This design comes from an exercise in tuning for small area on the open sky130 flow, not from production work. The RTL was checked by simulation tests, not by an equivalence proof against the original design. Power figures rest on the tool's default switching activity, not on a simulated workload.

Setup of alpha:
==> flow/design.v (excerpt) <==
module PWMConvert(GCK, Vsync, mode, rst, OUT, data, addr, en);
input            GCK;
input            Vsync;
input            mode;
input            rst;
input     [15:0] data;
output    [15:0] OUT;
output    [ 8:0] addr;
output           en;
reg       [15:0] OUT;
reg       [15:0] T;         
reg       [ 6:0] Q;         
reg       [ 1:0] lc;        
reg              pf;        
reg              pf_d;      
reg              p9_d;      
reg              xfer;      
reg              sh_r;      
reg              ld_r;      
reg       [ 4:0] bus_r;     
reg       [ 4:0] early [0:15];
reg       [ 4:0] cs    [0:15];
integer i;
wire       l1    = ~Vsync & (lc == 2'd0);
wire       pfrd  = l1 | pf;
wire [6:0] base  = l1 ? Q + 7'd1 : pf ? Q : Q - 7'd1;
always @(posedge GCK or posedge rst) begin
  if (rst) begin
    lc   <= 2'd3;
    Q    <= 7'd1;
    pf   <= 1'b1;
    pf_d <= 1'b0;
    xfer <= 1'b0;
    p9_d <= 1'b0;
  end
  else begin
    lc   <= Vsync ? 2'd0 : lc + 2'd1;
    if (l1) Q <= Q + 7'd1;
    pf   <= l1 | (pf & (T[3:0] != 4'd14));
    pf_d <= pfrd;
    xfer <= ~Vsync & (lc == 2'd1);
    p9_d <= base[5];
  end
end
always @(posedge GCK) begin
  if (rst)     T <= 16'hffff;
  else if (l1) T <= 16'd0;
  else         T <= T + 16'd1;
end
assign addr = {base[4:0], l1 ? 4'd15 : T[3:0]};
assign en   = mode ? base[6] : base[5];
wire [15:0] m    = mode ? {1'b0, data[15:1]} : data;
wire        cin  = mode & data[0] & ~p9_d;
wire [ 4:0] vl5  = {1'b0, m[3:0]} + {4'b0, cin};   
wire [11:0] mh   = m[15:4];
wire [11:0] Th   = T[15:4];
reg  [11:0] tp, tm;
integer b;
always @(*) begin
  tp[0] = 1'b1;
  tm[0] = 1'b1;
  for (b = 1; b < 12; b = b + 1) begin
  ...
Size in the first run: roughly 210 flip-flops.
clock: 4.0 ns
lec_check: 0
cap_margin: 20
core_margin: 2
core_utilization: 40
cts_buf_list: sky130_fd_sc_hd__clkbuf_8
cts_cluster_diameter: 50
cts_cluster_size: 20
slew_margin: 20
standard.sh (not shown) runs the stock make flow with config.mk's settings and CLKGATE_MAP_FILE= SYNTH_SCRIPT=/design/flow/synth_recipe.tcl, a recipe that flattens the netlist after the stock synthesis.
==> flow/flow/run.sh <==
#!/bin/bash
# The standard layout (standard.sh) with these changes:
# - synthesis runs ORFS's own scripts, copied here, with an area-only ABC
#   script (flow/abc_area.script, selected by ABC_AREA=1) and without the
#   adder-extraction step (ADDER_MAP_FILE empty); registers are unchanged;
# - port buffers use the smallest buffer cell;
# - CTS inserts no dummy loads.
set -euo pipefail
rm -rf myscripts
cp -r "$FLOW_HOME/scripts" myscripts
cp flow/abc_area.script myscripts/abc_area.script
bash standard.sh SCRIPTS_DIR="$PWD/myscripts" ABC_AREA=1 ADDER_MAP_FILE= synth > synth.log 2>&1
export BUFFER_PORTS_ARGS="-buffer_cell sky130_fd_sc_hd__buf_1"
export CTS_ARGS="-sink_clustering_enable -repair_clock_nets -sink_clustering_size 10 -sink_clustering_max_diameter 40 -buf_list sky130_fd_sc_hd__clkbuf_4 -dont_use_dummy_load"
bash standard.sh > layout.log 2>&1
==> flow/flow/abc_area.script <==
strash
&get -n
&fraig -x
&put
scorr
dc2
strash
&get -n
&dch -f
&nf -R 1000
&put
topo
alpha finished every step from synthesis to the final layout, and the layout passed the timing, design-rule and antenna checks.
#### Input delta (beta over alpha)
==> flow/run.sh (new file) <==
#!/bin/bash
# synth_recipe.tcl (not shown) runs the flow's synth.tcl, then flattens the netlist and writes it again
# the make line also repeats each setting of config.mk as NAME=value (left out here)
make -C /OpenROAD-flow-scripts/flow DESIGN_CONFIG=/design/flow/config.mk WORK_HOME=/design/flow/orfs CLKGATE_MAP_FILE= SYNTH_SCRIPT=/design/flow/synth_recipe.tcl finish
removed: flow/flow/run.sh
removed: flow/flow/abc_area.script
removed: flow/standard.sh
--- outcome ---
Aggregate routed wire length, beta and alpha: lower on alpha
Across both runs, smallest setup slack after layout was lower for beta than for alpha.
Worst reg2reg path depth down 1 in beta wrt alpha
Compared with alpha, beta shows a higher final area.
Between beta and alpha, register-to-register slack is higher for beta, alpha comes in under that.
XOR/XNOR share of the synthesized area is higher on beta
Critical path class: register to primary output -> alpha, input pin to register -> beta
Here is what was changed in the inputs of gamma compared with beta.
==> flow/flow/run.sh (new file) <==
#!/bin/bash
# The standard layout (standard.sh) with these changes:
# - synthesis runs ORFS's own scripts, copied here, with an area-only ABC
#   script (flow/abc_area.script, selected by ABC_AREA=1) and without the
#   adder-extraction step (ADDER_MAP_FILE empty); registers are unchanged;
# - port buffers use the smallest buffer cell;
# - CTS inserts no dummy loads.
set -euo pipefail
rm -rf myscripts
cp -r "$FLOW_HOME/scripts" myscripts
cp flow/abc_area.script myscripts/abc_area.script
bash standard.sh SCRIPTS_DIR="$PWD/myscripts" ABC_AREA=1 ADDER_MAP_FILE= synth > synth.log 2>&1
export BUFFER_PORTS_ARGS="-buffer_cell sky130_fd_sc_hd__buf_1"
export CTS_ARGS="-sink_clustering_enable -repair_clock_nets -sink_clustering_size 30 -sink_clustering_max_diameter 60 -buf_list sky130_fd_sc_hd__clkbuf_16 -dont_use_dummy_load"
bash standard.sh > layout.log 2>&1
==> flow/flow/abc_area.script (new file) <==
strash
&get -n
&dch -f
&nf -R 1000
&put
topo
==> flow/standard.sh (new file) <==
#!/bin/bash
# synth_recipe.tcl (not shown) runs the flow's synth.tcl, then flattens the netlist and writes it again
# the make line also repeats each setting of config.mk as NAME=value (left out here)
make -C /OpenROAD-flow-scripts/flow DESIGN_CONFIG=/design/flow/config.mk WORK_HOME=/design/flow/orfs CLKGATE_MAP_FILE= SYNTH_SCRIPT=/design/flow/synth_recipe.tcl "${@:-finish}"
removed: flow/run.sh
==> comparison <==
- Measured against each other, gamma and beta differ in wire length on met2, the higher figure coming from beta.
- Between gamma and beta, the post-detailed-routing wire length is higher for beta.
- gamma: flow completed, timing, DRC and antenna clean
- In gamma the final standard cell area without fillers turned out 1500 um^2 lower than in beta.
- Non-clock buffer count down 29 in gamma wrt beta
- gamma vs. beta: layout cell share with drive strength beyond 1 saw a decrease, part of the power in combinational logic saw a decrease.
- A class of the tightest hold or removal check of input pin to asynchronous set/reset pin is what gamma shows, while register to register belongs to beta.
#### Input delta (delta over gamma)
# gamma
export LEC_CHECK = 0
export CAP_MARGIN = 20
export CORE_MARGIN = 2
export CORE_UTILIZATION = 40
export CTS_BUF_LIST = sky130_fd_sc_hd__clkbuf_8
export CTS_CLUSTER_DIAMETER = 50
export CTS_CLUSTER_SIZE = 20
export SLEW_MARGIN = 20
create_clock -name core_clock -period 4.0 [get_ports {GCK}]
# delta
export LEC_CHECK = 0
export CAP_MARGIN = 20
export CORE_MARGIN = 2
export CORE_UTILIZATION = 40
export CTS_BUF_LIST = sky130_fd_sc_hd__clkbuf_16
export CTS_CLUSTER_DIAMETER = 60
export CTS_CLUSTER_SIZE = 30
export SLEW_MARGIN = 20
create_clock -name core_clock -period 4.0 [get_ports {GCK}]
==> flow/run.sh (new file) <==
#!/bin/bash
# synth_recipe.tcl (not shown) runs the flow's synth.tcl, then flattens the netlist and writes it again
# the make line also repeats each setting of config.mk as NAME=value (left out here)
make -C /OpenROAD-flow-scripts/flow DESIGN_CONFIG=/design/flow/config.mk WORK_HOME=/design/flow/orfs CLKGATE_MAP_FILE= SYNTH_SCRIPT=/design/flow/synth_recipe.tcl finish
removed: flow/flow/run.sh
removed: flow/flow/abc_area.script
removed: flow/standard.sh
[summary]
delta vs gamma: total wire length after detailed routing up by more than 10%. delta gives more portion of the clock cycle consumed by the worst path in the final layout than gamma did. Min number of stages on the worst setup path across gamma and delta: gamma. Relative to gamma, simple logic cell fraction of the synthesized area has decreased by 0.84 points in delta.
Inputs modified between delta and epsilon:
# delta
export LEC_CHECK = 0
export CAP_MARGIN = 20
export CORE_MARGIN = 2
export CORE_UTILIZATION = 40
export CTS_BUF_LIST = sky130_fd_sc_hd__clkbuf_16
export CTS_CLUSTER_DIAMETER = 60
export CTS_CLUSTER_SIZE = 30
export SLEW_MARGIN = 20
create_clock -name core_clock -period 4.0 [get_ports {GCK}]
# epsilon
export LEC_CHECK = 0
export CAP_MARGIN = 20
export CORE_MARGIN = 2
export CORE_UTILIZATION = 60
export CTS_BUF_LIST = sky130_fd_sc_hd__clkbuf_8
export CTS_CLUSTER_DIAMETER = 50
export CTS_CLUSTER_SIZE = 20
export SLEW_MARGIN = 20
create_clock -name core_clock -period 4.0 [get_ports {GCK}]
==> flow/flow/run.sh (new file) <==
#!/bin/bash
# The standard layout (standard.sh) with these changes:
# - synthesis runs ORFS's own scripts, copied here, with an area-only ABC
#   script (flow/abc_area.script, selected by ABC_AREA=1) and without the
#   adder-extraction step (ADDER_MAP_FILE empty); registers are unchanged;
# - port buffers use the smallest buffer cell;
# - CTS inserts no dummy loads.
set -euo pipefail
rm -rf myscripts
cp -r "$FLOW_HOME/scripts" myscripts
cp flow/abc_area.script myscripts/abc_area.script
bash standard.sh SCRIPTS_DIR="$PWD/myscripts" ABC_AREA=1 ADDER_MAP_FILE= synth > synth.log 2>&1
export BUFFER_PORTS_ARGS="-buffer_cell sky130_fd_sc_hd__buf_1"
export CTS_ARGS="-sink_clustering_enable -repair_clock_nets -sink_clustering_size 10 -sink_clustering_max_diameter 40 -buf_list sky130_fd_sc_hd__clkbuf_4 -dont_use_dummy_load"
bash standard.sh > layout.log 2>&1
==> flow/flow/abc_area.script (new file) <==
strash
dc2
&get -n
&dch -f
&nf -a -R 1000
&put
topo
==> flow/standard.sh (new file) <==
#!/bin/bash
# synth_recipe.tcl (not shown) runs the flow's synth.tcl, then flattens the netlist and writes it again
# the make line also repeats each setting of config.mk as NAME=value (left out here)
make -C /OpenROAD-flow-scripts/flow DESIGN_CONFIG=/design/flow/config.mk WORK_HOME=/design/flow/orfs CLKGATE_MAP_FILE= SYNTH_SCRIPT=/design/flow/synth_recipe.tcl "${@:-finish}"
removed: flow/run.sh
--- outcome ---
Of epsilon and delta, it is epsilon that has the higher total global routing track utilization. [compare] base=delta new=epsilon: endpoint arrival time on the critical path saw a decrease, total instance count after detailed placement saw a decrease, required time reported for the critical path endpoint saw little to no change. Going from delta to epsilon, total net switching power shrinks by 0.00053 W.

## afterwards: timing with drivers on the ports
In the flow no input, the clock included, has a driving cell. The finished layouts below were timed again as built, in two steps. Step 1 (the two cells are an assumption about what drives the block):
set clk [get_ports {GCK}]
set_driving_cell -lib_cell sky130_fd_sc_hd__clkbuf_16 $clk
set_driving_cell -lib_cell sky130_fd_sc_hd__buf_2 [delete_from_list [all_inputs] $clk]
Step 2 also shifts input and output timing later by t, the mid clock arrival at the registers, as if the neighbouring blocks saw the same clock. a / b / c = no drivers / after step 1 / after step 2; a / b = the first two.
run | t, ns | setup slack, ns | hold slack, ns
alpha | 0.666 | 0.551 / 0.517 / 0.179 | 0.218 / 0.204 / 0.421
beta | 0.587 | 0.148 / 0.164 / -0.423 | 0.417 / 0.417 / 0.417
gamma | 0.522 | 0.758 / 0.714 / 0.338 | 0.265 / 0.243 / 0.419
delta | 0.548 | 0.152 / 0.106 / -0.339 | 0.418 / 0.418 / 0.418
epsilon | 0.656 | 0.436 / 0.398 / 0.130 | 0.139 / 0.121 / 0.422
With both steps, setup timing fails in beta and delta, where it was met with ideal ports. For beta, which loses most, drivers alone change the setup slack by +0.016 ns; drivers and shift together by -0.571 ns.
